Source: an optimization exercise on an open RTL-to-GDS flow (aim: small area, a short achievable clock period and few clock cycles). Production flows keep margins and buffers that such runs may drop. Function was checked by simulation only, so behaviour that the tests miss may differ from the original. Power and IR drop assume default switching activity.

==> flow/design.v <==
module andor16n #(parameter W = 8) (
    input  logic [15:0][W-1:0] d,
    input  logic [15:0] s,
    output logic [W-1:0] yn
);
    logic [1:0][W-1:0] h;
    always_comb begin
        h = '0;
        for (int k = 0; k < 8; k++) begin
            h[0] |= d[k] & {W{s[k]}};
            h[1] |= d[k+8] & {W{s[k+8]}};
        end
    end
    assign yn = ~(h[0] | h[1]);
endmodule
module nor2g (input logic a, b, output logic y);
    assign y = ~(a | b);
endmodule
module nand4w #(parameter W = 8) (
    input  logic [W-1:0] a, b, c, d,
    output logic [W-1:0] y
);
    assign y = ~(a & b & c & d);
endmodule
module top_level #(
    parameter WIDTH=8,
    parameter WAYS=4,
    parameter TOTAL_SIZE=16,
    parameter RAM_DEPTH=256
) (
    input  logic clk, rst, we, re,
    input  logic [$clog2(RAM_DEPTH)-1:0] addr,
    input  logic [WIDTH-1:0] data_in,
    output logic done, op_in_progress,
    output logic [WIDTH-1:0] data_out
);
    logic [RAM_DEPTH-1:0][WIDTH-1:0] mem;
    logic done_r, wr_pend, clr;
    logic [$clog2(RAM_DEPTH)-1:0] waddr_r;
    logic [WIDTH-1:0] wdata_r, lo_r, hi_r;
    always_ff @(posedge clk or posedge rst) begin
        if (rst) begin
            done_r  <= 1'b0;
            wr_pend <= 1'b0;
            clr     <= 1'b1;
        end else begin
            done_r  <= re | we;
            wr_pend <= we;
            clr     <= 1'b0;
        end
    end
    always_ff @(posedge clk) begin
        waddr_r <= addr;
        wdata_r <= data_in;
    end
    logic [RAM_DEPTH-1:0] sel;
    always_comb begin
        for (int i = 0; i < RAM_DEPTH; i++) sel[i] = (addr == i);
    end
    logic [15:0][WIDTH-1:0] t1;    
    logic [3:0][WIDTH-1:0]  t2;    
    for (genvar i = 0; i < 16; i++) begin : l1
        andor16n #(.W(WIDTH)) g (.d(mem[16*i+15:16*i]), .s(sel[16*i+15:16*i]), .yn(t1[i]));
    end
    for (genvar i = 0; i < 4; i++) begin : l2
        nand4w #(.W(WIDTH)) g (.a(t1[4*i]), .b(t1[4*i+1]), .c(t1[4*i+2]), .d(t1[4*i+3]), .y(t2[i]));
    end
    always_ff @(posedge clk) begin
        lo_r <= re ? (t2[0] | t2[1]) : '0;
        hi_r <= re ? (t2[2] | t2[3]) : '0;
    end
    logic [15:0] wlon, whin;
    for (genvar k = 0; k < 16; k++) begin : wdec
        assign wlon[k] = ~(clr || (wr_pend && waddr_r[3:0] == k));
        assign whin[k] = ~(clr || waddr_r[7:4] == k);
    end
    logic [RAM_DEPTH-1:0] wen;
    logic [WIDTH-1:0] wdata;
    assign wdata = clr ? '0 : wdata_r;
    for (genvar i = 0; i < RAM_DEPTH; i++) begin : row
        nor2g w (.a(wlon[i % 16]), .b(whin[i / 16]), .y(wen[i]));
        always_ff @(posedge clk) begin
            if (wen[i]) mem[i] <= wdata;
        end
    end
    assign done = done_r;
    assign op_in_progress = done_r;
    assign data_out = lo_r | hi_r;
endmodule
make LEC_CHECK=0 CAP_MARGIN=20 CORE_MARGIN=2 CORE_UTILIZATION=65 CTS_CLUSTER_DIAMETER=60 CTS_CLUSTER_SIZE=25 SETUP_SLACK_MARGIN=4.0 SLEW_MARGIN=40 SYNTH_HIERARCHICAL=1 finish   # period 7.0 ns
run.sh (not shown) runs the stock make flow with config.mk's settings and CLKGATE_MAP_FILE= SYNTH_SCRIPT=/design/flow/synth_recipe.tcl, a recipe that flattens the netlist after the stock synthesis.
Testbench counts at the start, summed over its fixed seeds: cycles 24,000.
Edit:
--- a/flow/design.v
+++ b/flow/design.v
@@ -1,17 +1,18 @@
-module andor16n #(parameter W = 8) (
-    input  logic [15:0][W-1:0] d,
-    input  logic [15:0] s,
-    output logic [W-1:0] yn
+module andor8 #(parameter W = 8) (
+    input  logic [7:0][W-1:0] d,
+    input  logic [7:0] s,
+    output logic [W-1:0] y
 );
-    logic [1:0][W-1:0] h;
     always_comb begin
-        h = '0;
-        for (int k = 0; k < 8; k++) begin
-            h[0] |= d[k] & {W{s[k]}};
-            h[1] |= d[k+8] & {W{s[k+8]}};
-        end
+        y = '0;
+        for (int k = 0; k < 8; k++) y |= d[k] & {W{s[k]}};
     end
-    assign yn = ~(h[0] | h[1]);
+endmodule
+module nor2w #(parameter W = 8) (
+    input  logic [W-1:0] a, b,
+    output logic [W-1:0] y
+);
+    assign y = ~(a | b);
 endmodule
 module nor2g (input logic a, b, output logic y);
     assign y = ~(a | b);
@@ -57,17 +58,21 @@
     always_comb begin
         for (int i = 0; i < RAM_DEPTH; i++) sel[i] = (addr == i);
     end
-    logic [15:0][WIDTH-1:0] t1;    
-    logic [3:0][WIDTH-1:0]  t2;    
-    for (genvar i = 0; i < 16; i++) begin : l1
-        andor16n #(.W(WIDTH)) g (.d(mem[16*i+15:16*i]), .s(sel[16*i+15:16*i]), .yn(t1[i]));
+    logic [31:0][WIDTH-1:0] t1;    
+    logic [15:0][WIDTH-1:0] t2;    
+    logic [3:0][WIDTH-1:0]  t3;    
+    for (genvar i = 0; i < 32; i++) begin : l1
+        andor8 #(.W(WIDTH)) g (.d(mem[8*i+7:8*i]), .s(sel[8*i+7:8*i]), .y(t1[i]));
     end
-    for (genvar i = 0; i < 4; i++) begin : l2
-        nand4w #(.W(WIDTH)) g (.a(t1[4*i]), .b(t1[4*i+1]), .c(t1[4*i+2]), .d(t1[4*i+3]), .y(t2[i]));
+    for (genvar i = 0; i < 16; i++) begin : l2
+        nor2w #(.W(WIDTH)) g (.a(t1[2*i]), .b(t1[2*i+1]), .y(t2[i]));
+    end
+    for (genvar i = 0; i < 4; i++) begin : l3
+        nand4w #(.W(WIDTH)) g (.a(t2[4*i]), .b(t2[4*i+1]), .c(t2[4*i+2]), .d(t2[4*i+3]), .y(t3[i]));
     end
     always_ff @(posedge clk) begin
-        lo_r <= re ? (t2[0] | t2[1]) : '0;
-        hi_r <= re ? (t2[2] | t2[3]) : '0;
+        lo_r <= re ? (t3[0] | t3[1]) : '0;
+        hi_r <= re ? (t3[2] | t3[3]) : '0;
     end
     logic [15:0] wlon, whin;
     for (genvar k = 0; k < 16; k++) begin : wdec
Final area is lower by 1.8%; synthesized area is lower by 2.5%; routed wire length is lower by 1.9%; register-to-register slack is worse by 0.10 ns; sequential power stays flat; total power is higher by 0.51%; die area is lower by 2.4%; first-iteration DRC count is lower by 4.6%; count of clock-buffer cells in the layout is higher by 2; worst setup slack is worse by 0.035 ns; hold slack is worse by 0.071 ns; synthesized cell count is higher by 6.1%.
Testbench counts after the change, summed over its fixed seeds: cycles 24,000.

[afterwards: timing with drivers on the ports]
In the flow no input, the clock included, has a driving cell. The finished layouts below were timed again as built, in two steps.
Step 1 assumes that a clkbuf_16 drives the clock port and a buf_2 every other input.
Step 2 also shifts input and output timing later by t, the mid clock arrival at the registers, as if the neighbouring blocks saw the same clock.
a / b / c = ideal / step 1 / step 2; a / b = the first two.
run	shift t [ns]	setup slack, ns	pins driven straight from the clock port
the first run	0.863	3.915 / 3.833 / 2.970	1
the second run	0.832	3.880 / 3.835 / 3.003	1
After both steps every run listed still meets setup and hold. For the first run, which loses most, drivers alone change the setup slack by -0.082 ns; drivers and shift together by -0.945 ns.
